What follows belongs to an exercise in optimizing a design on an open flow for small area, a short achievable clock period and few clock cycles; a production flow would make more cautious choices. The RTL was checked by simulation tests, not by an equivalence proof against the original design. Power figures rest on the tool's default switching activity, not on a simulated workload.

### run.sh
#!/bin/bash
# synth_recipe.tcl (not shown) runs the flow's synth.tcl, then flattens the netlist and writes it again
# the make line also repeats each setting of config.mk as NAME=value (left out here)
make -C /OpenROAD-flow-scripts/flow DESIGN_CONFIG=/design/flow/config.mk WORK_HOME=/design/flow/orfs CLKGATE_MAP_FILE= SYNTH_SCRIPT=/design/flow/synth_recipe.tcl finish
### config.mk
export PLATFORM = sky130hd
export DESIGN_NAME = dsp_top
export DESIGN_NICKNAME = dsp_top
export VERILOG_FILES = /design/flow/design.v
export SDC_FILE = /design/flow/constraint.sdc
export NUM_CORES = 4
export LEC_CHECK = 0
export CAP_MARGIN = 20
export CORE_MARGIN = 2
export CORE_UTILIZATION = 30
export SLEW_MARGIN = 20
### constraint.sdc
create_clock -name core_clock -period 13.0 [get_ports {wb_clk}]
set_input_delay 2.6000 -clock core_clock [delete_from_list [all_inputs] [get_ports {wb_clk}]]
set_output_delay 2.6000 -clock core_clock [all_outputs]
set_load 0.01 [all_outputs]
### design.v
module wb_master_interface ( 
                            wb_adr_o, wb_dat_o, wb_sel_o, wb_we_o, wb_cyc_o, wb_stb_o,
                            wb_cti_o, wb_bte_o, data_rd, active,
                            wb_clk, wb_rst, wb_dat_i, wb_ack_i, wb_err_i, wb_rty_i, start,
                            address, selection, write, data_wr
                            ) ;
   parameter dw = 32;
   parameter aw = 32;
   parameter DEBUG = 0;
   input 		wb_clk;
   input 		wb_rst;
   output reg [aw-1:0] wb_adr_o;
   output reg [dw-1:0] wb_dat_o;
   output reg [3:0]    wb_sel_o;
   output reg          wb_we_o ;
   output reg          wb_cyc_o;
   output reg          wb_stb_o;
   output reg [2:0]    wb_cti_o;
   output reg [1:0]    wb_bte_o;
   input [dw-1:0]      wb_dat_i;
   input               wb_ack_i;
   input               wb_err_i;
   input               wb_rty_i;
   input               start;
   input [aw-1:0]      address;
   input [3:0]         selection;
   input               write;
   input [dw-1:0]      data_wr;
   output reg [dw-1:0] data_rd;
   output wire         active;
   reg [1:0]           state;
   parameter STATE_IDLE         = 2'h0;
   parameter STATE_WAIT_ACK     = 2'h1;
   parameter STATE_ERROR        = 2'h3;
   assign active = state != STATE_IDLE;
   always @(posedge wb_clk)
     if (wb_rst) begin
        state <= STATE_IDLE;
        wb_adr_o <= 32'h9000_0000;
        wb_dat_o <= 0;
        wb_sel_o <= 0;
        wb_we_o  <= 0;
        wb_cyc_o <= 0;
        wb_stb_o <= 0;
        wb_cti_o <= 1;
        wb_bte_o <= 0;
        data_rd  <= 0;
     end else begin  
        case (state)
          STATE_IDLE: begin
             wb_adr_o <= 32'h9000_0000;
             wb_dat_o <= 0;
             wb_sel_o <= 0;
             wb_we_o  <= 0;
             wb_cyc_o <= 0;
             wb_stb_o <= 0;
             wb_cti_o <= 1;
             wb_bte_o <= 0;
             if (start) begin
                state <= STATE_WAIT_ACK;
                wb_adr_o <= address;
                wb_dat_o <= data_wr;
                wb_sel_o <= selection;
                wb_we_o  <= write;
                wb_cyc_o <= 1;
                wb_stb_o <= 1;
                wb_cti_o <= 1;
                wb_bte_o <= 0;
                data_rd  <=0;
             end else begin
                state <= STATE_IDLE;
             end
          end  
          STATE_WAIT_ACK: begin
             wb_cyc_o <= 1;
             wb_stb_o <= 1;
             wb_cti_o <= 1;
             wb_bte_o <= 0;
             if (wb_err_i || wb_rty_i) begin
                state <= STATE_ERROR;
             end else if (wb_ack_i) begin
		        if (!write) begin
		           data_rd <= wb_dat_i;
		        end
                state <= STATE_IDLE;
                wb_stb_o <= 0;
                wb_cyc_o <= 0;
             end else begin
                state <= STATE_WAIT_ACK;
             end
          end  
          STATE_ERROR: begin
             state <= STATE_IDLE;
          end
          default: begin
             state <= STATE_IDLE;
          end
        endcase  
     end
endmodule  
module dsp_slave ( 
   wb_dat_o, wb_ack_o, wb_err_o, wb_rty_o, dsp_input0_reg,
   dsp_input1_reg, dsp_input2_reg, dsp_input3_reg, dsp_input4_reg,
   wb_clk, wb_rst, start, wb_adr_i, wb_dat_i, wb_sel_i, wb_we_i,
   wb_cyc_i, wb_stb_i, wb_cti_i, wb_bte_i, dsp_output0_reg,
   dsp_output1_reg, dsp_output2_reg, dsp_output3_reg, dsp_output4_reg,
   done
   ) ;
   parameter SLAVE_ADDRESS = 32'h0000_0000;
   parameter dw = 32;
   parameter aw = 32;
   parameter DEBUG = 0;
   input wb_clk;
   input wb_rst;
   input start;
   input wire [aw-1:0] wb_adr_i;
   input wire [dw-1:0] wb_dat_i;
   input wire [3:0]    wb_sel_i;
   input wire          wb_we_i ;
   input wire          wb_cyc_i;
   input wire          wb_stb_i;
   input wire [2:0]    wb_cti_i;
   input wire [1:0]    wb_bte_i;
   output reg [dw-1:0] wb_dat_o;
   output reg          wb_ack_o;
   output reg          wb_err_o;
   output reg          wb_rty_o;
   output reg [dw-1:0] dsp_input0_reg;
   output reg [dw-1:0] dsp_input1_reg;
   output reg [dw-1:0] dsp_input2_reg;
   output reg [dw-1:0] dsp_input3_reg;
   output reg [dw-1:0] dsp_input4_reg;
   input [dw-1:0]      dsp_output0_reg;
   input [dw-1:0]      dsp_output1_reg;
   input [dw-1:0]      dsp_output2_reg;
   input [dw-1:0]      dsp_output3_reg;
   input [dw-1:0]      dsp_output4_reg;
   input               done;
   wire                write_registers = wb_cyc_i & wb_stb_i & wb_we_i;
   wire                read_registers = wb_cyc_i & wb_stb_i;
   always @(posedge wb_clk)
     if (wb_rst) begin
        wb_ack_o <= 1'b0;
        wb_err_o <= 1'b0;
        wb_rty_o <= 1'b0;
     end else begin
        if (wb_cyc_i & wb_stb_i) begin
           wb_ack_o <= 1;
        end else begin
           wb_ack_o <= 0;
        end
     end  
   always @(posedge wb_clk)
     if (wb_rst) begin
        dsp_input0_reg <= 32'h0;
        dsp_input1_reg <= 32'h0;
        dsp_input2_reg <= 32'h0;
        dsp_input3_reg <= 32'h0;
        dsp_input4_reg <= 32'h0;
        dsp_input0_reg <= 32'h0;
        dsp_input1_reg <= 32'h0;
        dsp_input2_reg <= 32'h0;
        dsp_input3_reg <= 32'h0;
        dsp_input4_reg <= 32'h0;
     end else begin  
        if (write_registers) begin
           case (wb_adr_i[7:0])
             8'h00: begin
                dsp_input0_reg[07:00] <= wb_sel_i[0] ? wb_dat_i[07:00] : dsp_input0_reg[07:00];
                dsp_input0_reg[15:08] <= wb_sel_i[1] ? wb_dat_i[15:08] : dsp_input0_reg[15:08];
                dsp_input0_reg[23:16] <= wb_sel_i[2] ? wb_dat_i[23:16] : dsp_input0_reg[23:16];
                dsp_input0_reg[31:24] <= wb_sel_i[3] ? wb_dat_i[31:24] : dsp_input0_reg[31:24];
             end
             8'h04: begin
                dsp_input1_reg[07:00] <= wb_sel_i[0] ? wb_dat_i[07:00] : dsp_input1_reg[07:00];
                dsp_input1_reg[15:08] <= wb_sel_i[1] ? wb_dat_i[15:08] : dsp_input1_reg[15:08];
                dsp_input1_reg[23:16] <= wb_sel_i[2] ? wb_dat_i[23:16] : dsp_input1_reg[23:16];
                dsp_input1_reg[31:24] <= wb_sel_i[3] ? wb_dat_i[31:24] : dsp_input1_reg[31:24];
             end
             8'h08: begin
                dsp_input2_reg[07:00] <= wb_sel_i[0] ? wb_dat_i[07:00] : dsp_input2_reg[07:00];
                dsp_input2_reg[15:08] <= wb_sel_i[1] ? wb_dat_i[15:08] : dsp_input2_reg[15:08];
                dsp_input2_reg[23:16] <= wb_sel_i[2] ? wb_dat_i[23:16] : dsp_input2_reg[23:16];
                dsp_input2_reg[31:24] <= wb_sel_i[3] ? wb_dat_i[31:24] : dsp_input2_reg[31:24];
             end
             8'h0C: begin
                dsp_input3_reg[07:00] <= wb_sel_i[0] ? wb_dat_i[07:00] : dsp_input3_reg[07:00];
                dsp_input3_reg[15:08] <= wb_sel_i[1] ? wb_dat_i[15:08] : dsp_input3_reg[15:08];
                dsp_input3_reg[23:16] <= wb_sel_i[2] ? wb_dat_i[23:16] : dsp_input3_reg[23:16];
                dsp_input3_reg[31:24] <= wb_sel_i[3] ? wb_dat_i[31:24] : dsp_input3_reg[31:24];
             end
             8'h10: begin
                dsp_input4_reg[07:00] <= wb_sel_i[0] ? wb_dat_i[07:00] : dsp_input4_reg[07:00];
                dsp_input4_reg[15:08] <= wb_sel_i[1] ? wb_dat_i[15:08] : dsp_input4_reg[15:08];
                dsp_input4_reg[23:16] <= wb_sel_i[2] ? wb_dat_i[23:16] : dsp_input4_reg[23:16];
                dsp_input4_reg[31:24] <= wb_sel_i[3] ? wb_dat_i[31:24] : dsp_input4_reg[31:24];
             end
           endcase  
        end else begin  
           if (dsp_input0_reg[31] ) begin
              dsp_input0_reg[31] <= 1'b0;
           end
        end  
     end  
   always @(posedge wb_clk)
     if (wb_rst) begin
        wb_dat_o <= 32'b0;
     end else begin
        if (read_registers) begin
           case (wb_adr_i[7:0])
             8'h00:  wb_dat_o <= dsp_input0_reg;
             8'h04:  wb_dat_o <= dsp_input1_reg;
             8'h08:  wb_dat_o <= dsp_input2_reg;
             8'h0C:  wb_dat_o <= dsp_input3_reg;
             8'h10:  wb_dat_o <= dsp_input4_reg;
             8'h14: wb_dat_o <= dsp_output0_reg;
             8'h18: wb_dat_o <= dsp_output1_reg;
             8'h1C: wb_dat_o <= dsp_output2_reg;
             8'h20: wb_dat_o <= dsp_output3_reg;
             8'h24: wb_dat_o <= dsp_output4_reg;
           endcase  
        end
     end  
endmodule  
module dsp_sm ( 
   file_read_data, address, start, selection, write, data_wr,
   file_active, dsp_output0_reg, dsp_output1_reg, dsp_output2_reg,
   dsp_output3_reg, dsp_output4_reg, rd_ptr, wr_ptr,
   wb_clk, wb_rst, file_num, file_write, file_read, file_reset,
   file_write_data, file_rd_ptr_offset, data_rd, active,
   dsp_input0_reg, dsp_input1_reg, dsp_input2_reg, dsp_input3_reg,
   dsp_input4_reg
   ) ;
   parameter dw = 32;
   parameter aw = 32;
   parameter DEBUG = 0;
   input wb_clk;
   input wb_rst;
   input [7:0] file_num;
   input       file_write;
   input       file_read;
   input       file_reset;
   input [31:0] file_write_data;
   output reg [31:0] file_read_data;
   input [31:0]      file_rd_ptr_offset;
   output reg [aw-1:0] address;
   output reg          start;
   output reg [3:0]    selection;
   output reg          write;
   output reg [dw-1:0] data_wr;
   output reg          file_active;
   input [dw-1:0]      data_rd;
   input               active;
   input [dw-1:0]      dsp_input0_reg;
   input [dw-1:0]      dsp_input1_reg;
   input [dw-1:0]      dsp_input2_reg;
   input [dw-1:0]      dsp_input3_reg;
   input [dw-1:0]      dsp_input4_reg;
   output reg [dw-1:0] dsp_output0_reg;
   output reg [dw-1:0] dsp_output1_reg;
   output reg [dw-1:0] dsp_output2_reg;
   output reg [dw-1:0] dsp_output3_reg;
   output reg [dw-1:0] dsp_output4_reg;
   reg [7:0]           state;
   localparam STATE_IDLE              = 8'h00;
   localparam STATE_READ_START        = 8'h01;
   localparam STATE_READ_START_DONE   = 8'h02;
   localparam STATE_READ_END          = 8'h03;
   localparam STATE_READ_END_DONE     = 8'h04;
   localparam STATE_READ_RD_PTR       = 8'h05;
   localparam STATE_READ_RD_PTR_DONE  = 8'h06;
   localparam STATE_READ_WR_PTR       = 8'h07;
   localparam STATE_READ_WR_PTR_DONE  = 8'h08;
   localparam STATE_READ_STATUS       = 8'h09;
   localparam STATE_READ_STATUS_DONE  = 8'h0A;
   localparam STATE_READ_CONTROL      = 8'h0B;
   localparam STATE_READ_CONTROL_DONE = 8'h0C;
   localparam STATE_READ_FILE_DATA       = 8'h0D;
   localparam STATE_READ_FILE_DATA_DONE  = 8'h0E;
   localparam STATE_WRITE_FILE_DATA       = 8'h0F;
   localparam STATE_WRITE_FILE_DATA_DONE  = 8'h10;
   localparam STATE_WRITE_STATUS         = 8'h11;
   localparam STATE_WRITE_STATUS_DONE    = 8'h12;
   localparam STATE_WRITE_RD_PTR         = 8'h13;
   localparam STATE_WRITE_RD_PTR_DONE    = 8'h14;
   localparam STATE_WRITE_WR_PTR         = 8'h15;
   localparam STATE_WRITE_WR_PTR_DONE    = 8'h16;
   localparam STATE_RESET_FILE           = 8'h17;
   reg [31:0]          file_base_address;
   reg [31:0]          start_address;
   reg [31:0]          end_address;
   output reg [31:0]   rd_ptr;
   output reg [31:0]   wr_ptr;
   reg [31:0]          control;
   reg [31:0]          file_write_data_reg;
   reg [31:0]          status;
   reg                 reset_file;
   wire [1:0]          data_size = control[1:0];
   wire [2:0]          data_size_increment = (data_size == 2'b00) ? 3'h4 :
                       (data_size == 2'b01) ? 3'h2 :
                       (data_size == 2'b10) ? 3'h1 :
                       (data_size == 2'b11) ? 3'h0 : 3'h0;
   wire [3:0]          data_selection = (data_size == 2'b00) ? 4'hF :
                       (data_size == 2'b01) & wr_ptr[1]==0 ? 4'h3 :
                       (data_size == 2'b01) & wr_ptr[1]==1? 4'hC :
                       (data_size == 2'b10)  & wr_ptr[1:0] ==0 ? 4'h1 :
                       (data_size == 2'b10)  & wr_ptr[1:0] ==1 ? 4'h2 :
                       (data_size == 2'b10)  & wr_ptr[1:0] ==2 ? 4'h4 :
                       (data_size == 2'b10)  & wr_ptr[1:0] ==3 ? 4'h8 :
                       (data_size == 2'b11) ? 3'h0 : 3'h0;
   wire [31:0]         data_write = (data_selection == 4'hf) ? file_write_data_reg[31:0] :
                       (data_selection == 4'hc) ? {file_write_data_reg[31:16], 16'b0} :
                       (data_selection == 4'h3) ? {16'b0, file_write_data_reg[15:0]} :
                       (data_selection == 4'h8) ? {file_write_data_reg[31:24], 24'b0} :
                       (data_selection == 4'h4) ? {8'b0, file_write_data_reg[23:16], 16'b0} :
                       (data_selection == 4'h2) ? {16'b0, file_write_data_reg[15:08], 8'b0} :
                       (data_selection == 4'h1) ? {24'b0, file_write_data_reg[07:00]} : 0;
   wire [31:0]         rd_ptr_next = rd_ptr + data_size_increment;
   wire [31:0]         wr_ptr_next = wr_ptr + data_size_increment;
   reg                 read_not_write;
   always @(posedge wb_clk) begin
      if (wb_rst) begin
         file_read_data <=0;
         address <=0;
         start <=0;
         selection <=0;
         write <=0;
         data_wr <=0;
         state <= STATE_IDLE;
         file_base_address <= 0;
         start_address <= 0;
         end_address <=0;
         rd_ptr <=0;
         wr_ptr <=0;
         control <=0;
         file_write_data_reg <= 0;
         status <= 0;
         file_active <=0;
         dsp_output0_reg <= 0;
         dsp_output1_reg <= 0;
         dsp_output2_reg <= 0;
         dsp_output3_reg <= 0;
         dsp_output4_reg <= 0;
         read_not_write <= 0;
         reset_file <= 0;
      end else begin
         case (state)
           STATE_IDLE: begin
              file_read_data <=0;
              address <=0;
              start <=0;
              selection <=0;
              write <=0;
              data_wr <=0;
              file_active <= 0;
              read_not_write <= 0;
              reset_file <= file_reset;
              if (file_read | file_write | file_reset) begin
                 read_not_write <= file_read;
                 file_active <= 1;
                 state <= STATE_READ_START;
                 file_base_address <= 32'h9000_0000 + 'h20*file_num;
                 file_write_data_reg <= file_write_data;
              end
           end  
           STATE_READ_START: begin
              address <= file_base_address+32'h0000_0000;
              start <= 1;
              selection <= 4'hF;
              write <= 0;
              data_wr <= 0;
              if (active) begin
                 state <= STATE_READ_START_DONE;
              end
           end
           STATE_READ_START_DONE: begin
              start <= 0;
              if (!active) begin
                 state <= STATE_READ_END;
                 start_address <= data_rd;
              end
           end
           STATE_READ_END: begin
              address <= file_base_address+32'h0000_0004;
              start <= 1;
              selection <= 4'hF;
              write <= 0;
              data_wr <= 0;
              if (active) begin
                 state <= STATE_READ_END_DONE;
              end
           end
           STATE_READ_END_DONE: begin
              start <= 0;
              if (!active) begin
                 state <= STATE_READ_RD_PTR;
                 end_address <= data_rd;
              end
           end
           STATE_READ_RD_PTR: begin
              address <= file_base_address+32'h0000_0008;
              start <= 1;
              selection <= 4'hF;
              write <= 0;
              data_wr <= 0;
              if (active) begin
                 state <= STATE_READ_RD_PTR_DONE;
              end
           end
           STATE_READ_RD_PTR_DONE: begin
              start <= 0;
              if (!active) begin
                 state <= STATE_READ_WR_PTR;
                 rd_ptr <= data_rd;
              end
           end
           STATE_READ_WR_PTR: begin
              address <= file_base_address+32'h0000_000C;
              start <= 1;
              selection <= 4'hF;
              write <= 0;
              data_wr <= 0;
              if (active) begin
                 state <= STATE_READ_WR_PTR_DONE;
              end
           end
           STATE_READ_WR_PTR_DONE: begin
              start <= 0;
              if (!active) begin
                 state <= STATE_READ_STATUS;
                 wr_ptr <= data_rd;
              end
           end
           STATE_READ_STATUS: begin
              address <= file_base_address+32'h0000_0010;
              start <= 1;
              selection <= 4'hF;
              write <= 0;
              data_wr <= 0;
              if (active) begin
                 state <= STATE_READ_STATUS_DONE;
              end
           end
           STATE_READ_STATUS_DONE: begin
              start <= 0;
              if (!active) begin
                 state <= STATE_READ_CONTROL;
                 status <= data_rd;
              end
           end
           STATE_READ_CONTROL: begin
              address <= file_base_address+32'h0000_0014;
              start <= 1;
              selection <= 4'hF;
              write <= 0;
              data_wr <= 0;
              if (active) begin
                 state <= STATE_READ_CONTROL_DONE;
              end
           end
           STATE_READ_CONTROL_DONE: begin
              start <= 0;
              if (!active) begin
                 if (read_not_write) begin
                    if (reset_file) begin
                       state <= STATE_RESET_FILE;
                    end else begin
                       state <= STATE_READ_FILE_DATA;
                    end
                 end else begin
                    if (reset_file) begin
                       state <= STATE_RESET_FILE;
                    end else begin
                       state <= STATE_WRITE_FILE_DATA;
                    end
                 end
                 control <= data_rd;
              end
           end  
           STATE_READ_FILE_DATA : begin
              if (file_rd_ptr_offset) begin
                 address <= start_address+file_rd_ptr_offset;
                 start <= 1;
                 selection <= data_selection;
                 write <= 0;
                 data_wr <= 0;
              end else begin
                 address <= rd_ptr;
                 start <= 1;
                 selection <= data_selection;
                 write <= 0;
                 data_wr <= 0;
              end
              if (active) begin
                 write <=0;
                 state <= STATE_READ_FILE_DATA_DONE;
                 if (file_rd_ptr_offset == 0) begin
                    if (rd_ptr_next > end_address) begin
                       rd_ptr <= start_address;
                       status[0] <= 1;
                    end else begin
                       rd_ptr <= rd_ptr_next;
                    end
                 end
              end  
           end  
           STATE_READ_FILE_DATA_DONE: begin
              start <= 0;
              if (!active) begin
                 state <= STATE_WRITE_STATUS;
                 file_read_data <= data_rd;
              end
           end
           STATE_WRITE_FILE_DATA : begin
              address <= wr_ptr;
              start <= 1;
              selection <= data_selection;
              write <= 1;
              data_wr <= file_write_data_reg;
              if (active) begin
                 write <=0;
                 state <= STATE_WRITE_FILE_DATA_DONE;
                 if (wr_ptr_next > end_address) begin
                    wr_ptr <= start_address;
                    status[0] <= 1;
                 end else begin
                    wr_ptr <= wr_ptr_next;
                 end
              end
           end  
           STATE_WRITE_FILE_DATA_DONE: begin
              start <= 0;
              if (!active) begin
                 state <= STATE_WRITE_STATUS;
              end
           end
           STATE_WRITE_STATUS : begin
              address <= file_base_address+32'h0000_0010;
              start <= 1;
              selection <= 4'hF;
              write <= 1;
              data_wr <= status;
              if (active) begin
                 write <=0;
                 state <= STATE_WRITE_STATUS_DONE;
              end
           end
           STATE_WRITE_STATUS_DONE: begin
              start <= 0;
              if (!active) begin
                 if (read_not_write) begin
                    state <= STATE_WRITE_RD_PTR;
                 end else begin
                    state <= STATE_WRITE_WR_PTR;
                 end
              end
           end
           STATE_WRITE_RD_PTR : begin
              address <= file_base_address+32'h0000_0008;
              start <= 1;
              selection <= 4'hF;
              write <= 1;
              data_wr <= rd_ptr;
              if (active) begin
                 write <=0;
                 state <= STATE_WRITE_RD_PTR_DONE;
              end
           end
           STATE_WRITE_RD_PTR_DONE: begin
              start <= 0;
              if (!active) begin
                 state <= STATE_IDLE;
              end
           end
           STATE_WRITE_WR_PTR : begin
              address <= file_base_address+32'h0000_000C;
              start <= 1;
              selection <= 4'hF;
              write <= 1;
              data_wr <= wr_ptr;
              if (active) begin
                 write <=0;
                 state <= STATE_WRITE_WR_PTR_DONE;
              end
           end
           STATE_WRITE_WR_PTR_DONE: begin
              start <= 0;
              if (!active) begin
                 state <= STATE_IDLE;
              end
           end
           STATE_RESET_FILE: begin
              rd_ptr <= start_address;
              wr_ptr <= start_address;
              state <= STATE_WRITE_RD_PTR;
           end
           default: begin
              state <= STATE_IDLE;
           end
         endcase  
      end  
   end  
endmodule  
module dsp_equation_sum ( 
   interrupt, error, file_num, file_write, file_read, file_write_data,
   equation_done, busy, dsp_output0_reg,
   wb_clk, wb_rst, equation_enable, dsp_input0_reg, dsp_input1_reg,
   dsp_input3_reg, file_read_data, file_active, rd_ptr, wr_ptr
   ) ;
   parameter dw = 32;
   parameter aw = 32;
   parameter DEBUG = 0;
   input wb_clk;
   input wb_rst;
   input equation_enable;
   output reg interrupt;
   output reg error;
   input [dw-1:0] dsp_input0_reg;
   input [dw-1:0] dsp_input1_reg;
   input [dw-1:0] dsp_input3_reg;
   output reg [7:0] file_num;
   output reg     file_write;
   output reg     file_read;
   output reg [31:0] file_write_data;
   input  [31:0] file_read_data;
   input         file_active;
   input [31:0]  rd_ptr;
   input [31:0]  wr_ptr;
   output reg    equation_done;
   output wire       busy;
   output reg [31:0] dsp_output0_reg;
   localparam STATE_IDLE                    = 8'h00;
   localparam STATE_READ_INPUT_FILE         = 8'h01;
   localparam STATE_READ_INPUT_FILE_DONE    = 8'h02;
   localparam STATE_OPERATION               = 8'h03;
   localparam STATE_WRITE_READ_FILE         = 8'h04;
   localparam STATE_WRITE_READ_FILE_DONE    = 8'h05;
   localparam STATE_WRITE_RESULTS_FILE      = 8'h06;
   localparam STATE_WRITE_RESULTS_FILE_DONE = 8'h07;
   reg [7:0]     state;
   wire  equation_start = dsp_input0_reg[31] & equation_enable;
   wire [1:0] data_size =dsp_input0_reg[9:8];
   wire       data_signed =dsp_input0_reg[10] ;
   wire [7:0] input_file = dsp_input1_reg[07:00];
   wire [7:0] output_file = dsp_input3_reg[07:00];
   reg [31:0] sum;
   reg [31:0] sample_count;
   reg [31:0] file_data_in;
   reg        carry;
   assign busy = (state != STATE_IDLE);
   always @(posedge wb_clk)
     if (wb_rst) begin
        state <= STATE_IDLE;
        interrupt <= 0;
        error <= 0;
        file_num <=0;
        file_write <= 0;
        file_read <=0;
        file_write_data <=0;
        sum <= 0;
        sample_count <=0;
        file_data_in <=0;
        equation_done <= 0;
        dsp_output0_reg <= 0;
        carry <= 0;
     end else begin
        case (state)
          STATE_IDLE: begin
             file_num <= input_file;
             file_write <= 0;
             file_read <=0;
             equation_done <= 0;
             if (equation_start) begin
                file_write_data <=0;
                dsp_output0_reg <=0;
                state <= STATE_READ_INPUT_FILE;
                sum <= 0;
                sample_count <= 0;
                error <= 0;
                file_data_in <= 0;
                carry <= 0;
             end else begin
                state <= STATE_IDLE;
             end
          end  
          STATE_READ_INPUT_FILE: begin
             file_read <= 1;
             if (file_active) begin
                state <= STATE_READ_INPUT_FILE_DONE;
             end else begin
                state <= STATE_READ_INPUT_FILE;
             end
          end
          STATE_READ_INPUT_FILE_DONE:begin
             file_read <= 0;
             if (file_active) begin
                state <= STATE_READ_INPUT_FILE_DONE;
                file_data_in <= file_read_data;
             end else begin
                state <= STATE_OPERATION;
             end
          end
          STATE_OPERATION: begin
             if (data_size == 2'b00) begin
                {carry, sum} <= sum + file_data_in;
                sample_count <= sample_count + 1;
             end else if (data_size == 2'b01) begin
                {carry, sum} <= sum + file_data_in[31:16] + file_data_in[15:0];
                sample_count <= sample_count + 2;
             end else if (data_size == 2'b10) begin
                {carry, sum} <= sum + file_data_in[31:24] + file_data_in[23:16] + file_data_in[15:8] + file_data_in[7:0];
                sample_count <= sample_count + 4;
             end else begin
                sum <= 0;
                sample_count <=0;
                error <= 1;
             end
             if (carry) begin
                error <= 1;
             end
             if (wr_ptr != rd_ptr) begin
                state <= STATE_READ_INPUT_FILE;
             end else begin
                state <= STATE_WRITE_RESULTS_FILE;
                file_num <= output_file;
             end
          end  
          STATE_WRITE_RESULTS_FILE: begin
             file_write <= 1;
             dsp_output0_reg <= sum;
             file_write_data <= sum;
             if (file_active) begin
                state <= STATE_WRITE_RESULTS_FILE_DONE;
             end else begin
                state <= STATE_WRITE_RESULTS_FILE;
             end
          end
          STATE_WRITE_RESULTS_FILE_DONE:begin
             file_write <= 0;
             if (file_active) begin
                state <= STATE_WRITE_RESULTS_FILE_DONE;
             end else begin
                state <= STATE_IDLE;
                equation_done <= 1;
             end
          end
          default:begin
             state <= STATE_IDLE;
          end
        endcase  
     end
endmodule  
module dsp_equation_multiply ( 
   interrupt, error, file_num, file_write, file_read, file_write_data,
   equation_done, busy, dsp_output0_reg, dsp_output1_reg,
   wb_clk, wb_rst, equation_enable, dsp_input0_reg, dsp_input1_reg,
   dsp_input2_reg, dsp_input3_reg, file_read_data, file_active,
   rd_ptr, wr_ptr
   ) ;
   parameter dw = 32;
   parameter aw = 32;
   parameter DEBUG = 0;
   input wb_clk;
   input wb_rst;
   input equation_enable;
   output reg interrupt;
   output reg error;
   input [dw-1:0] dsp_input0_reg;
   input [dw-1:0] dsp_input1_reg;
   input [dw-1:0] dsp_input2_reg;
   input [dw-1:0] dsp_input3_reg;
   output reg [7:0] file_num;
   output reg       file_write;
   output reg       file_read;
   output reg [31:0] file_write_data;
   input [31:0]      file_read_data;
   input             file_active;
   input [31:0]      rd_ptr;
   input [31:0]      wr_ptr;
   output reg        equation_done;
   output wire       busy;
   output reg [31:0] dsp_output0_reg;
   output reg [31:0] dsp_output1_reg;
   wire              equation_start = dsp_input0_reg[31] & equation_enable;
   wire [1:0]        data_size =dsp_input0_reg[9:8];
   wire              data_signed =dsp_input0_reg[10];
   wire              enable_mac = dsp_input0_reg[11];
   wire              scalar_multiply = dsp_input0_reg[12];
   wire [7:0]        input_file0 = dsp_input1_reg[07:00];
   wire [7:0]        input_file1 = dsp_input1_reg[15:08];
   wire [7:0]        output_file = dsp_input3_reg[07:00];
   reg [63:0]        multiply_output;
   reg [63:0]        mac_output;
   reg [31:0]        operand0;
   reg [31:0]        operand1;
   localparam STATE_IDLE                    = 8'h00;
   localparam STATE_READ_INPUT_FILE0        = 8'h01;
   localparam STATE_READ_INPUT_FILE0_DONE   = 8'h02;
   localparam STATE_READ_INPUT_FILE1        = 8'h03;
   localparam STATE_READ_INPUT_FILE1_DONE   = 8'h04;
   localparam STATE_OPERATION               = 8'h05;
   localparam STATE_WRITE_READ_FILE         = 8'h06;
   localparam STATE_WRITE_READ_FILE_DONE    = 8'h07;
   localparam STATE_WRITE_RESULTS_FILE      = 8'h08;
   localparam STATE_WRITE_RESULTS_FILE_DONE = 8'h09;
   reg [7:0]         state;
   reg [31:0]        sample_count;
   reg [31:0]        file_data_in;
   assign busy = (state != STATE_IDLE);
   always @(posedge wb_clk)
     if (wb_rst) begin
        state <= STATE_IDLE;
        interrupt <= 0;
        error <= 0;
        file_num <=0;
        file_write <= 0;
        file_read <=0;
        file_write_data <=0;
        multiply_output <= 0;
        mac_output <=0;
        sample_count <=0;
        file_data_in <=0;
        equation_done <= 0;
        dsp_output0_reg <= 0;
        dsp_output1_reg <= 0;
        operand0 <= 0;
        operand1 <= 0;
     end else begin
        case (state)
          STATE_IDLE: begin
             file_num <= input_file0;
             file_write <= 0;
             file_read <=0;
             equation_done <= 0;
             if (equation_start) begin
                multiply_output <= 0;
                mac_output <=0;
                file_write_data <=0;
                dsp_output0_reg <=0;
                state <= STATE_READ_INPUT_FILE0;
                sample_count <= 0;
                error <= 0;
                file_data_in <= 0;
             end else begin
                state <= STATE_IDLE;
             end
          end  
          STATE_READ_INPUT_FILE0: begin
             file_num <= input_file0;
             file_read <= 1;
             if (file_active) begin
                state <= STATE_READ_INPUT_FILE0_DONE;
             end else begin
                state <= STATE_READ_INPUT_FILE0;
             end
          end
          STATE_READ_INPUT_FILE0_DONE:begin
             file_read <= 0;
             if (file_active) begin
                state <= STATE_READ_INPUT_FILE0_DONE;
                operand0 <= file_read_data;
             end else begin
                if (scalar_multiply) begin
                   operand1 <= dsp_input2_reg;
                   state <= STATE_OPERATION;
                end else begin
                   file_num <= input_file1;
                   state <= STATE_READ_INPUT_FILE1;
                end
             end
          end  
          STATE_READ_INPUT_FILE1: begin
             file_read <= 1;
             if (file_active) begin
                state <= STATE_READ_INPUT_FILE1_DONE;
             end else begin
                state <= STATE_READ_INPUT_FILE1;
             end
          end
          STATE_READ_INPUT_FILE1_DONE:begin
             file_read <= 0;
             if (file_active) begin
                state <= STATE_READ_INPUT_FILE1_DONE;
                operand1 <= file_read_data;
             end else begin
                state <= STATE_OPERATION;
             end
          end
          STATE_OPERATION: begin
             multiply_output <= operand0 * operand1;
             sample_count <= sample_count + 1;
             if (enable_mac) begin
                mac_output <= mac_output + (operand0 * operand1);
             end
             state <= STATE_WRITE_RESULTS_FILE;
             file_num <= output_file;
             equation_done <= (wr_ptr == rd_ptr);
          end  
          STATE_WRITE_RESULTS_FILE: begin
             file_write <= 1;
             dsp_output0_reg <= multiply_output[31:0];
             if (enable_mac) begin
                dsp_output1_reg <= mac_output[31:0];
             end
             file_write_data <= multiply_output[31:0];
             if (file_active) begin
                state <= STATE_WRITE_RESULTS_FILE_DONE;
             end else begin
                state <= STATE_WRITE_RESULTS_FILE;
             end
          end
          STATE_WRITE_RESULTS_FILE_DONE:begin
             file_write <= 0;
             if (file_active) begin
                state <= STATE_WRITE_RESULTS_FILE_DONE;
             end else begin
                if (equation_done)
                  state <= STATE_IDLE;
                else
                  state <= STATE_READ_INPUT_FILE0;
             end
          end  
          default:begin
             state <= STATE_IDLE;
          end
        endcase  
     end
endmodule  
module dsp_equation_dtree ( 
   interrupt, error, file_num, file_write, file_read, file_reset,
   file_rd_ptr_offset, file_write_data, equation_done, busy,
   dsp_output0_reg, dsp_output1_reg,
   wb_clk, wb_rst, equation_enable, dsp_input0_reg, dsp_input1_reg,
   dsp_input2_reg, dsp_input3_reg, file_read_data, file_active,
   rd_ptr, wr_ptr
   ) ;
   parameter dw = 32;
   parameter aw = 32;
   parameter DEBUG = 0;
   input wb_clk;
   input wb_rst;
   input equation_enable;
   output reg interrupt;
   output reg error;
   input [dw-1:0] dsp_input0_reg;
   input [dw-1:0] dsp_input1_reg;
   input [dw-1:0] dsp_input2_reg;
   input [dw-1:0] dsp_input3_reg;
   output reg [7:0] file_num;
   output reg       file_write;
   output reg       file_read;
   output reg       file_reset;
   output reg [31:0] file_rd_ptr_offset;
   output reg [31:0] file_write_data;
   input [31:0]      file_read_data;
   input             file_active;
   input [31:0]      rd_ptr;
   input [31:0]      wr_ptr;
   output reg        equation_done;
   output wire       busy;
   output reg [31:0] dsp_output0_reg;
   output reg [31:0] dsp_output1_reg;
   wire              equation_start = dsp_input0_reg[31] & equation_enable;
   wire [1:0]        data_size =dsp_input0_reg[9:8];
   wire              data_signed =dsp_input0_reg[10];
   wire [7:0]        split_file   = dsp_input1_reg[07:00];
   wire [7:0]        sensor1_file = dsp_input1_reg[15:08];
   wire [7:0]        sensor2_file = dsp_input1_reg[23:16];
   wire [7:0]        sensor3_file = dsp_input1_reg[31:24];
   wire [7:0]        output_file = dsp_input3_reg[07:00];
   reg [31:0]        dtree_output;
   reg               dtree_result;
   localparam STATE_IDLE                    = 8'h00;
   localparam STATE_READ_SPLIT_FILE0_0      = 8'h01;
   localparam STATE_READ_SPLIT_FILE0_DONE_0 = 8'h02;
   localparam STATE_READ_SPLIT_FILE0_1      = 8'h03;
   localparam STATE_READ_SPLIT_FILE0_DONE_1 = 8'h04;
   localparam STATE_READ_DATA_FILE          = 8'h05;
   localparam STATE_READ_DATA_FILE_DONE     = 8'h06;
   localparam STATE_OPERATION               = 8'h07;
   localparam STATE_OPERATION_DONE          = 8'h08;
   localparam STATE_WRITE_RESULTS_FILE      = 8'h09;
   localparam STATE_WRITE_RESULTS_FILE_DONE = 8'h0a;
   localparam STATE_RESET_SPLIT_FILE        = 8'h0b;
   localparam STATE_RESET_SPLIT_FILE_DONE   = 8'h0c;
   reg [7:0]         state;
   reg [31:0]        sample_count;
   reg [31:0]        file_data_in;
   reg [31:0]        split_value;
   reg [31:0]        split_control;
   reg [31:0]        sensor_data;
   reg [3:0]         dtree_level;
   reg [7:0]         node;
   wire              leaf = split_control[31];
   wire [7:0]        node_output = split_control[7:0];
   wire [7:0] sensor_file = (dtree_level == 4'h1) ? sensor1_file :
              (dtree_level == 4'h2) ? sensor2_file :
              (dtree_level == 4'h3) ? sensor3_file :
              00;
   assign busy = (state != STATE_IDLE);
   always @(posedge wb_clk)
     if (wb_rst) begin
        state <= STATE_IDLE;
        split_value <= 0;
        split_control <= 0;
        sensor_data <= 0;
        interrupt <= 0;
        error <= 0;
        file_num <=0;
        file_write <= 0;
        file_read <=0;
        file_write_data <=0;
        dtree_output <= 0;
        sample_count <=0;
        file_data_in <=0;
        equation_done <= 0;
        dsp_output0_reg <= 0;
        dsp_output1_reg <= 0;
        dtree_level <= 1;
        dtree_result <= 0;
        file_reset <=0;
        file_rd_ptr_offset <= 0;
        node <= 1;
     end else begin
        case (state)
          STATE_IDLE: begin
             file_num <= split_file;
             file_write <= 0;
             file_read <=0;
             file_reset <=0;
             equation_done <= 0;
             if (equation_start) begin
                node <= 1;
                dtree_level <= 1;
                split_value <= 0;
                split_control <= 0;
                sensor_data <= 0;
                dtree_output <= 0;
                file_write_data <=0;
                dsp_output0_reg <=0;
                state <= STATE_READ_SPLIT_FILE0_0;
                sample_count <= 0;
                error <= 0;
                file_data_in <= 0;
                dtree_result <=0;
             end else begin
                state <= STATE_IDLE;
             end
          end  
          STATE_READ_SPLIT_FILE0_0: begin
             file_num <= split_file;
             file_read <= 1;
             if (node>1) begin
                if (node[0]) begin
                   file_rd_ptr_offset <= (node << 2) + 4;
                end else begin
                   file_rd_ptr_offset <= (node << 2);
                end
             end else begin
                file_rd_ptr_offset <= 0;
             end
             if (file_active) begin
                state <= STATE_READ_SPLIT_FILE0_DONE_0;
             end else begin
                state <= STATE_READ_SPLIT_FILE0_0;
             end
          end
          STATE_READ_SPLIT_FILE0_DONE_0:begin
             file_read <= 0;
             if (file_active) begin
                state <= STATE_READ_SPLIT_FILE0_DONE_0;
                split_value <= file_read_data;
             end else begin
                state <= STATE_READ_SPLIT_FILE0_1;
                if (node>1) begin
                   file_rd_ptr_offset <= file_rd_ptr_offset + 4;
                end
             end
          end  
          STATE_READ_SPLIT_FILE0_1: begin
             file_read <= 1;
             if (file_active) begin
                state <= STATE_READ_SPLIT_FILE0_DONE_1;
             end else begin
                state <= STATE_READ_SPLIT_FILE0_1;
             end
          end
          STATE_READ_SPLIT_FILE0_DONE_1:begin
             file_read <= 0;
             if (file_active) begin
                state <= STATE_READ_SPLIT_FILE0_DONE_1;
                split_control <= file_read_data;
             end else begin
                file_num <= sensor_file;
                file_rd_ptr_offset <= 0;
                state <= STATE_READ_DATA_FILE;
             end
          end
          STATE_READ_DATA_FILE: begin
             file_read <= 1;
             if (file_active) begin
                state <= STATE_READ_DATA_FILE_DONE;
             end else begin
                state <= STATE_READ_DATA_FILE;
             end
          end
          STATE_READ_DATA_FILE_DONE:begin
             file_read <= 0;
             if (file_active) begin
                state <= STATE_READ_DATA_FILE_DONE;
                sensor_data <= file_read_data;
             end else begin
                state <= STATE_OPERATION;
             end
          end
          STATE_OPERATION: begin
             sample_count <= sample_count + 1;
             dtree_result <= (sensor_data <= split_value);
             file_num <= output_file;
             equation_done <= leaf;
             state <= STATE_OPERATION_DONE;
          end  
          STATE_OPERATION_DONE: begin
             if (dtree_result) begin
                node <= (node << 1);
             end else begin
                node <= (node << 1) + 1;
             end
             if (leaf) begin
                state <= STATE_WRITE_RESULTS_FILE;
             end else begin
                state <= STATE_READ_SPLIT_FILE0_0;
                dtree_level <= dtree_level + 1;
             end  
          end  
          STATE_WRITE_RESULTS_FILE: begin
             file_write <= 1;
             dsp_output0_reg <= (dtree_result) ? node_output : 0;
             file_write_data <= (dtree_result) ? node_output : 0;
             if (file_active) begin
                state <= STATE_WRITE_RESULTS_FILE_DONE;
             end else begin
                state <= STATE_WRITE_RESULTS_FILE;
             end
          end
          STATE_WRITE_RESULTS_FILE_DONE:begin
             file_write <= 0;
             if (file_active) begin
                state <= STATE_WRITE_RESULTS_FILE_DONE;
             end else begin
                state <= STATE_RESET_SPLIT_FILE;
             end
          end  
          STATE_RESET_SPLIT_FILE: begin
             file_num <= split_file;
             file_reset <= 1;
             if (file_active) begin
                state <= STATE_RESET_SPLIT_FILE_DONE;
             end else begin
                state <= STATE_RESET_SPLIT_FILE;
             end
          end
          STATE_RESET_SPLIT_FILE_DONE:begin
             file_reset <= 0;
             if (file_active) begin
                state <= STATE_RESET_SPLIT_FILE_DONE;
             end else begin
                state <= STATE_IDLE;
             end
          end  
          default:begin
             state <= STATE_IDLE;
          end
        endcase  
     end
endmodule  
module dsp_equations_top ( 
   dsp_output0_reg, dsp_output1_reg, dsp_output2_reg, dsp_output3_reg,
   dsp_output4_reg, done, busy, file_num, file_write, file_read, file_reset,
   file_rd_ptr_offset, file_write_data,
   wb_clk, wb_rst, rd_ptr, wr_ptr, dsp_input0_reg, dsp_input1_reg,
   dsp_input2_reg, dsp_input3_reg, dsp_input4_reg, file_read_data,
   file_active
   ) ;
   parameter dw = 32;
   parameter aw = 32;
   parameter DEBUG = 0;
   input wb_clk;
   input wb_rst;
   input [31:0] rd_ptr;
   input [31:0] wr_ptr;
   input [dw-1:0] dsp_input0_reg;
   input [dw-1:0] dsp_input1_reg;
   input [dw-1:0] dsp_input2_reg;
   input [dw-1:0] dsp_input3_reg;
   input [dw-1:0] dsp_input4_reg;
   output wire [dw-1:0] dsp_output0_reg;
   output wire [dw-1:0] dsp_output1_reg;
   output wire [dw-1:0] dsp_output2_reg;
   output wire [dw-1:0] dsp_output3_reg;
   output wire [dw-1:0] dsp_output4_reg;
   output wire          done;
   output wire          busy;
   output wire [7:0] file_num;
   output wire       file_write;
   output wire       file_read;
   output wire       file_reset;
   output wire [31:0] file_rd_ptr_offset;
   output wire [31:0] file_write_data;
   input [31:0]      file_read_data;
   input             file_active;
   wire              interrupt;
   wire              error;
   wire              interrupt_sum;
   wire              error_sum;
   wire [7:0]        file_num_sum;
   wire              file_write_sum;
   wire              file_read_sum;
   wire [31:0]       file_write_data_sum;
   wire              done_sum;
   wire              busy_sum;
   wire [31:0]       dsp_output0_sum;
   wire              interrupt_multiply;
   wire              error_multiply;
   wire [7:0]        file_num_multiply;
   wire              file_write_multiply;
   wire              file_read_multiply;
   wire [31:0]       file_write_data_multiply;
   wire              done_multiply;
   wire              busy_multiply;
   wire [31:0]       dsp_output0_multiply;
   wire [31:0]       dsp_output1_multiply;
   wire              interrupt_dtree;
   wire              error_dtree;
   wire [7:0]        file_num_dtree;
   wire              file_write_dtree;
   wire              file_read_dtree;
   wire [31:0]       file_write_data_dtree;
   wire              done_dtree;
   wire              busy_dtree;
   wire [31:0]       dsp_output0_dtree;
   wire [31:0]       dsp_output1_dtree;
   wire              file_reset_dtree;
   wire [31:0]       file_rd_ptr_offset_dtree;
   wire  equation_enable_sum = (dsp_input0_reg[7:0] == 8'h01);
   wire  equation_enable_multiply = (dsp_input0_reg[7:0] == 8'h02);
   wire  equation_enable_dtree = (dsp_input0_reg[7:0] == 8'h03);
   assign file_reset = (equation_enable_dtree) ? file_reset_dtree : 0;
   assign file_rd_ptr_offset = (equation_enable_dtree) ? file_rd_ptr_offset_dtree : 0;
   assign interrupt = (equation_enable_sum) ? interrupt_sum :
                      (equation_enable_multiply) ? interrupt_multiply :
                      (equation_enable_dtree) ? interrupt_dtree :
                      0;
   assign error = (equation_enable_sum) ? error_sum :
                  (equation_enable_multiply) ? error_multiply:
                  (equation_enable_dtree) ? error_dtree:
                  0;
   assign file_num = (equation_enable_sum) ? file_num_sum :
                     (equation_enable_multiply) ? file_num_multiply:
                     (equation_enable_dtree) ? file_num_dtree:
                     0;
   assign file_write = (equation_enable_sum) ? file_write_sum :
                       (equation_enable_multiply) ? file_write_multiply:
                       (equation_enable_dtree) ? file_write_dtree:
                       0;
   assign file_read = (equation_enable_sum) ? file_read_sum :
                      (equation_enable_multiply) ? file_read_multiply:
                      (equation_enable_dtree) ? file_read_dtree:
                      0;
   assign file_write_data = (equation_enable_sum) ? file_write_data_sum :
                            (equation_enable_multiply) ? file_write_data_multiply:
                            (equation_enable_dtree) ? file_write_data_dtree:
                            0;
   assign done = (equation_enable_sum) ? done_sum :
                 (equation_enable_multiply) ? done_multiply:
                 (equation_enable_dtree) ? done_dtree:
                 0;
   assign dsp_output0_reg = (equation_enable_sum) ? dsp_output0_sum :
                            (equation_enable_multiply) ? dsp_output0_multiply :
                            (equation_enable_dtree) ? dsp_output0_dtree :
                            0;
   assign dsp_output1_reg = (equation_enable_multiply) ? dsp_output1_multiply :
                            (equation_enable_dtree) ? dsp_output1_dtree :
                            0;
   assign dsp_output2_reg = 0;
   assign dsp_output3_reg = 0;
   assign dsp_output4_reg = 0;
   wire  equation_pending = dsp_input0_reg[31] &
                            (equation_enable_sum | equation_enable_multiply | equation_enable_dtree);
   assign busy = equation_pending |
                 (equation_enable_sum & busy_sum) |
                 (equation_enable_multiply & busy_multiply) |
                 (equation_enable_dtree & busy_dtree);
   dsp_equation_sum
     sum(
         .interrupt(interrupt_sum),
         .error(error_sum),
         .file_num(file_num_sum),
         .file_write(file_write_sum),
         .file_read(file_read_sum),
         .file_write_data(file_write_data_sum),
         .equation_done(done_sum),
         .busy(busy_sum),
         .dsp_output0_reg(dsp_output0_sum),
         .wb_clk(wb_clk),
         .wb_rst(wb_rst),
         .equation_enable(equation_enable_sum),
         .rd_ptr(rd_ptr),
         .wr_ptr(wr_ptr),
         .dsp_input0_reg(dsp_input0_reg),
         .dsp_input1_reg(dsp_input1_reg),
         .dsp_input3_reg(dsp_input3_reg),
         .file_read_data(file_read_data),
         .file_active(file_active)
         ) ;
   dsp_equation_multiply
     multiply (
               .interrupt(interrupt_multiply),
               .error(error_multiply),
               .file_num(file_num_multiply),
               .file_write(file_write_multiply),
               .file_read(file_read_multiply),
               .file_write_data(file_write_data_multiply),
               .equation_done(done_multiply),
               .busy(busy_multiply),
               .dsp_output0_reg(dsp_output0_multiply),
               .dsp_output1_reg(dsp_output1_multiply),
               .wb_clk(wb_clk),
               .wb_rst(wb_rst),
               .equation_enable(equation_enable_multiply),
               .dsp_input0_reg(dsp_input0_reg),
               .dsp_input1_reg(dsp_input1_reg),
               .dsp_input2_reg(dsp_input2_reg),
               .dsp_input3_reg(dsp_input3_reg),
               .file_read_data(file_read_data),
               .file_active(file_active),
               .rd_ptr(rd_ptr),
               .wr_ptr(wr_ptr)
               );
   dsp_equation_dtree
     dtree (
               .interrupt(interrupt_dtree),
               .error(error_dtree),
               .file_num(file_num_dtree),
               .file_write(file_write_dtree),
               .file_read(file_read_dtree),
               .file_reset(file_reset_dtree),
               .file_write_data(file_write_data_dtree),
               .equation_done(done_dtree),
               .busy(busy_dtree),
               .dsp_output0_reg(dsp_output0_dtree),
               .dsp_output1_reg(dsp_output1_dtree),
               .file_rd_ptr_offset(file_rd_ptr_offset_dtree),
               .wb_clk(wb_clk),
               .wb_rst(wb_rst),
               .equation_enable(equation_enable_dtree),
               .dsp_input0_reg(dsp_input0_reg),
               .dsp_input1_reg(dsp_input1_reg),
               .dsp_input2_reg(dsp_input2_reg),
               .dsp_input3_reg(dsp_input3_reg),
               .file_read_data(file_read_data),
               .file_active(file_active),
               .rd_ptr(rd_ptr),
               .wr_ptr(wr_ptr)
               );
endmodule  
module dsp_top ( 
                wb_m_adr_o, wb_m_dat_o, wb_m_sel_o, wb_m_we_o, wb_m_cyc_o,
                wb_m_stb_o, wb_m_cti_o, wb_m_bte_o, wb_s_dat_o, wb_s_ack_o,
                wb_s_err_o, wb_s_rty_o, busy,
                wb_clk, wb_rst, wb_m_dat_i, wb_m_ack_i, wb_m_err_i, wb_m_rty_i,
                wb_s_adr_i, wb_s_dat_i, wb_s_sel_i, wb_s_we_i, wb_s_cyc_i,
                wb_s_stb_i, wb_s_cti_i, wb_s_bte_i
                ) ;
   parameter dw = 32;
   parameter aw = 32;
   parameter DEBUG = 0;
   parameter SLAVE_ADDRESS = 32'h00000000;
   input 		wb_clk;
   input 		wb_rst;
   output wire [aw-1:0] wb_m_adr_o;
   output wire [dw-1:0] wb_m_dat_o;
   output wire [3:0]    wb_m_sel_o;
   output wire          wb_m_we_o ;
   output wire          wb_m_cyc_o;
   output wire          wb_m_stb_o;
   output wire [2:0]    wb_m_cti_o;
   output wire [1:0]    wb_m_bte_o;
   input [dw-1:0]       wb_m_dat_i;
   input                wb_m_ack_i;
   input                wb_m_err_i;
   input                wb_m_rty_i;
   input wire [aw-1:0]  wb_s_adr_i;
   input wire [dw-1:0]  wb_s_dat_i;
   input wire [3:0]     wb_s_sel_i;
   input wire           wb_s_we_i ;
   input wire           wb_s_cyc_i;
   input wire           wb_s_stb_i;
   input wire [2:0]     wb_s_cti_i;
   input wire [1:0]     wb_s_bte_i;
   output wire [dw-1:0] wb_s_dat_o;
   output wire          wb_s_ack_o;
   output wire          wb_s_err_o;
   output wire          wb_s_rty_o;
   output wire          busy;
   wire [7:0]           file_num;
   wire                 file_write;
   wire                 file_read;
   wire [31:0]          file_write_data;
   wire [31:0]          file_read_data;
   wire [31:0]          file_rd_ptr_offset;
   wire                 start;
   wire [31:0]          rd_ptr;
   wire [31:0]          wr_ptr;
   wire [dw-1:0]        dsp_input0_reg;
   wire [dw-1:0]        dsp_input1_reg;
   wire [dw-1:0]        dsp_input2_reg;
   wire [dw-1:0]        dsp_input3_reg;
   wire [dw-1:0]        dsp_input4_reg;
   wire [dw-1:0]        dsp_output0_reg ;  
   wire [dw-1:0]        dsp_output1_reg ;  
   wire [dw-1:0]        dsp_output2_reg ;  
   wire [dw-1:0]        dsp_output3_reg ;  
   wire [dw-1:0]        dsp_output4_reg ;  
   wire [31:0]          data_rd;
   wire [31:0]          address;
   wire [3:0]           selection;
   wire [31:0]          data_wr;
   wire                 active;
   wire                 write;
   wire                 done;
   wire                 file_active;
   wire                 file_reset;
   wb_master_interface master(
                              .wb_adr_o(wb_m_adr_o),
                              .wb_dat_o(wb_m_dat_o),
                              .wb_sel_o(wb_m_sel_o),
                              .wb_we_o(wb_m_we_o),
                              .wb_cyc_o(wb_m_cyc_o),
                              .wb_stb_o(wb_m_stb_o),
                              .wb_cti_o(wb_m_cti_o),
                              .wb_bte_o(wb_m_bte_o),
                              .data_rd(data_rd),
                              .active(active),
                              .wb_clk(wb_clk),
                              .wb_rst(wb_rst),
                              .wb_dat_i(wb_m_dat_i),
                              .wb_ack_i(wb_m_ack_i),
                              .wb_err_i(wb_m_err_i),
                              .wb_rty_i(wb_m_rty_i),
                              .start(start),
                              .address(address),
                              .selection(selection),
                              .write(write),
                              .data_wr(data_wr)
                              ) ;
   dsp_slave #(.SLAVE_ADDRESS(SLAVE_ADDRESS))
   slave(
         .wb_dat_o(wb_s_dat_o),
         .wb_ack_o(wb_s_ack_o),
         .wb_err_o(wb_s_err_o),
         .wb_rty_o(wb_s_rty_o),
         .dsp_input0_reg(dsp_input0_reg),
         .dsp_input1_reg(dsp_input1_reg),
         .dsp_input2_reg(dsp_input2_reg),
         .dsp_input3_reg(dsp_input3_reg),
         .dsp_input4_reg(dsp_input4_reg),
         .start(start),
         .done(done),
         .dsp_output0_reg(dsp_output0_reg),
         .dsp_output1_reg(dsp_output1_reg),
         .dsp_output2_reg(dsp_output2_reg),
         .dsp_output3_reg(dsp_output3_reg),
         .dsp_output4_reg(dsp_output4_reg),
         .wb_clk(wb_clk),
         .wb_rst(wb_rst),
         .wb_adr_i(wb_s_adr_i),
         .wb_dat_i(wb_s_dat_i),
         .wb_sel_i(wb_s_sel_i),
         .wb_we_i(wb_s_we_i),
         .wb_cyc_i(wb_s_cyc_i),
         .wb_stb_i(wb_s_stb_i),
         .wb_cti_i(wb_s_cti_i),
         .wb_bte_i(wb_s_bte_i)
         ) ;
   dsp_sm
     sm(
        .address(address),
        .start(start),
        .selection(selection),
        .write(write),
        .data_wr(data_wr),
        .file_active(file_active),
        .dsp_output0_reg(),
        .dsp_output1_reg(),
        .dsp_output2_reg(),
        .dsp_output3_reg(),
        .dsp_output4_reg(),
        .rd_ptr(rd_ptr),
        .wr_ptr(wr_ptr),
        .wb_clk(wb_clk),
        .wb_rst(wb_rst),
        .data_rd(data_rd),
        .active(active),
        .file_num(file_num),
        .file_write(file_write),
        .file_read(file_read),
        .file_reset(file_reset),
        .file_rd_ptr_offset(file_rd_ptr_offset),
        .file_write_data(file_write_data),
        .file_read_data(file_read_data),
        .dsp_input0_reg(dsp_input0_reg),
        .dsp_input1_reg(dsp_input1_reg),
        .dsp_input2_reg(dsp_input2_reg),
        .dsp_input3_reg(dsp_input3_reg),
        .dsp_input4_reg(dsp_input4_reg)
        ) ;
   dsp_equations_top
     equations(
               .file_num(file_num),
               .file_write(file_write),
               .file_read(file_read),
               .file_reset(file_reset),
               .file_rd_ptr_offset(file_rd_ptr_offset),
               .file_write_data(file_write_data),
               .dsp_output0_reg(dsp_output0_reg),
               .dsp_output1_reg(dsp_output1_reg),
               .dsp_output2_reg(dsp_output2_reg),
               .dsp_output3_reg(dsp_output3_reg),
               .dsp_output4_reg(dsp_output4_reg),
               .done(done),
               .busy(busy),
               .wb_clk(wb_clk),
               .wb_rst(wb_rst),
               .rd_ptr(rd_ptr),
               .wr_ptr(wr_ptr),
               .file_active(file_active),
               .dsp_input0_reg(dsp_input0_reg),
               .dsp_input1_reg(dsp_input1_reg),
               .dsp_input2_reg(dsp_input2_reg),
               .dsp_input3_reg(dsp_input3_reg),
               .dsp_input4_reg(dsp_input4_reg),
               .file_read_data(file_read_data)
               ) ;
endmodule  
==> summary.txt <==
Status
  – Run status: complete, no violations

Pwr
  – Clock Power Share: 47.9%
  – Power density over cell area: 88.5 nW/um^2
  – Share of power burned in registers: 47.0%
  – P_int: 5.24 mW
  – NetSw: 1.76 mW
  – Maximum VDD drop: 0.107 mV
  – Tot Pwr: 7.00 mW
  – Comb pwr share: 5.1%
  – Leakage: 29.8 nW
  – Switch share: 25.2%

Global route
  – Initial antenna violation count: 10
  – Largest net degree at the start of global routing: 192
  – GR Util All Layers: 21.6%
  – First-pass GRT wire length: 396 mm
  – Final global-route overflow total: 0
  – Number of global-route vias before repair: 62,699

Drt
  – Initial DRC count: 6,754
  – Via count: 65,180
  – DRT Pass-1 Iters: 9
  – Post-DR vias/cell: 5.47
  – Drt wl/cell: 22.3 um
  – Antenna Violating Nets Remaining: 0
  – Routed wire length: 266 mm
  – DRC: 0

Yosys
  – Register bit total from synthesis: 1,065
  – Async set-reset flop share out of synthesis: 0%
  – Register area share after synthesis: 30.2%
  – Post-Syn Area: 70,600 sq um
  – Gate Count Post-Synth: 8,852
  – Top cells by area, synth: dfxtp_1 (30%), fa_1 (13%), nand2_1 (9.0%), a21oi_1 (7.1%), ha_1 (6.3%)
  – Number of synthesized flops with an enable pin: 0
  – Leading area contributor after synthesis: dfxtp_1
  – Synth cell types: 92
  – Synth Warn #: 6
  – Post-Syn Area per Cell: 7.97 sq um
  – Most used DFF post-synth: dfxtp_1
  – Post-synth top area share: 30.2%

CTS
  – H-tree levels: 3
  – Post-CTS sizing: 0
  – CTS Sinks: 1,065
  – Root Driver: clkbuf_16
  – CTS tree: done
  – Clock transition at path regs: 60 ps
  – Inserted Clock Buffers: 109
  – Clock latency on the worst-skew pair: 780 ps
  – Cts hold-fix bufs: 0
  – Post-CTS Setup Repair Bufs: 0
  – Maximum clock insertion buffer count: 3

Floorplan
  – Chip Width: 489 um
  – Starting Density: 30.1%
  – I/O pin total: 225
  – Die height: 489 um
  – Die Area: 239,000 sq um
  – Core Region: 235,000 sq um
  – Std-Cell Rows: 178

Setup path
  – FF-to-FF path depth: 34
  – CP max-delay cell: dfxtp_1
  – Worst r2r dst: equations.multiply.mac_output[31]
  – Critical path data required time: 13,690 ps
  – CP max FO: 17
  – Worst setup EP type: flip-flop
  – Worst EP arrival: 11,030 ps
  – Critical path class: flip-flop to flip-flop
  – FF-to-FF setup slack: 2650 ps
  – CP Launch Type: flip-flop
  – Reg-to-Reg Start: equations.multiply.operand0[3]
  – Largest stage delay on the critical path: 980 ps
  – Most used cell, CP: fa_1

Finish
  – Fin nets: 9,585
  – Commonest cells after routing, fill and taps aside: nand2_1 (1,684), dfxtp_1 (1,063), a21oi_1 (997)
  – Area grow syn2layout: 12.1%
  – Layout cells sized above 1: 4.74%
  – Most common cell after layout, fill and taps aside: nand2_1

STA
  – Unrepaired setup endpoints after global routing: false
  – Fin Clk Skew: 53.7 ps
  – Crit path time final: 10,350 ps
  – Rel. slew slack: 19.3%
  – Final setup vio count: 0
  – Final setup TNS: 0 ps
  – Endpoints failing hold: 0
  – Worst Max-Slew Pin Slew: 1210 ps
  – Fin crit share: 79.6%
  – Final max-slew violation count: 0
  – Fmax: 96.7 MHz

Hold path
  – Min-Delay Path Class: flip-flop to flip-flop
  – Hold depth: 2
  – WHS Endpoint: master.wb_dat_o[31]
  – Hold Startpoint: master.wb_dat_o[31]

Place
  – Final GP Congestion: 0.964
  – Detail Placement HPWL: 196 mm
  – PortBufs: 188

Job
  – Max Cap Violations: 0
power groups by stage:
stage	sequential [mW]	combinational (mW)	clock [mW]
after floorplan	3.35	0.214	0
after global placement	3.36	0.343	0
after detailed placement	3.36	0.347	0
after CTS	3.29	0.349	3.39
after global routing	3.29	0.378	3.52
final	3.29	0.358	3.35
synthesized netlist by cell type (all sizes together) (30+ instances only):
cell type and count:
and2 328, mux2i 42, a22oi 116, o21a 39, a21oi 1002, buf 54
a211oi 82, a21o 99, nand2 1686, fa 453, a221oi 107, nor4 33
nor2b 37, xor2 126, inv 572, dfxtp 1065, and3 48, a31oi 76
nor2 408, nor3 87, nand3 500, o21ai 281, nand4 67, xnor2 178
nand2b 30, clkbuf 568, or3 31, ha 354, a222oi 65
layer usage:
metal | up-vias | wire, um | GRT usage [%]
met4 | 2 | 18200 | 13.4
li1 | 29774 | - | -
met3 | 707 | 20200 | 3.21
met5 | - | 13 | 0
met1 | 31773 | 108000 | 27.9
met2 | 2924 | 119000 | 33.8
worst max-delay path, delay by kind of cell (launching register included):
| family | cells | cell delay, ps |
|---|---|---|
| DFF | 1 | 980 |
| AOI/OAI and AO/OA | 13 | 2680 |
| and+or+nand+nor | 4 | 1050 |
| xor gates and xnor gates | 2 | 570 |
| adders and majority gates | 10 | 4350 |
| buffers and inverters | 5 | 620 |
layout make-up:
class | count | area (sq um)
Antenna cell | 6 | 15.0
Clock buffer | 152 | 3130
Clock inverter | 47 | 606
Inverter | 573 | 2150
Multi-Input combinational cell | 6597 | 45000
Fill cell | 24301 | 155000
Sequential cell | 1065 | 21300
Timing Repair Buffer | 319 | 2920
Tap cell | 3150 | 3940
kinds of logic (layout without fill, tap and decap cells):
kind of cell,after synthesis,after routing,synth area share (%)
buf+inv,1195,1091,6.41
fa+ha+maj,807,807,19.1
mux,61,61,0.899
xor+xnor,305,305,3.80
other cells,2,13,0.0106
compound gates,2100,2100,18.4
simple gates,3317,3317,21.1
flops,1065,1065,30.2
worst max-delay path by stage:
stage / start / end / slack [ps]
after floorplan: equations.multiply.operand1[13] / equations.multiply.mac_output[31] / 4010
after global placement: equations.multiply.operand0[3] / equations.multiply.mac_output[31] / 2910
after detailed placement: equations.multiply.operand0[3] / equations.multiply.mac_output[31] / 2750
after CTS: equations.multiply.operand0[3] / equations.multiply.mac_output[31] / 2690
after global routing: equations.multiply.operand0[3] / equations.multiply.mac_output[31] / 2160
final: equations.multiply.operand0[3] / equations.multiply.mac_output[31] / 2650
per-stage QoR:
step           setup slack (ps)  utilization, %  cell area (sq um)  hold slack, ps  std cells
6_report                   2650            33.7              79100             452      11909
4_1_cts                    2690            33.7              79100             455      11902
5_1_grt                    2160            33.7              79100             461      11907
3_5_place_dp               2750            32.1              75300             444      11703
2_1_floorplan              4010               -              70600             427       8857
3_3_place_gp               2910            32.1              75300             439      11699
Testbench counts, summed over its fixed seeds: cycles 162,997.

[re-timing with driven ports]
Ports are ideal in the flow. The routed layout listed here was re-timed in OpenROAD.
Step 1 assumes that a clkbuf_16 drives the clock port and a buf_2 every other input.
Step 2 also shifts input and output timing later by t, the mid clock arrival at the registers, as if the neighbouring blocks saw the same clock.
Slacks: ideal / step 1 / step 2; pairs: ideal / step 1.
t (ns): 0.829
slack for setup (ns): 2.654 / 2.654 / 2.654
clock arrival spread, ns: 0.055 / 0.054
slew at the worst register clock pin (ns): 0.07 / 0.07
worst data-port slew with drivers (ns): 0.34
After both steps setup and hold are still met in this run. The setup slack of this run moves by 0.000 ns with the drivers and by 0.000 ns with both steps.
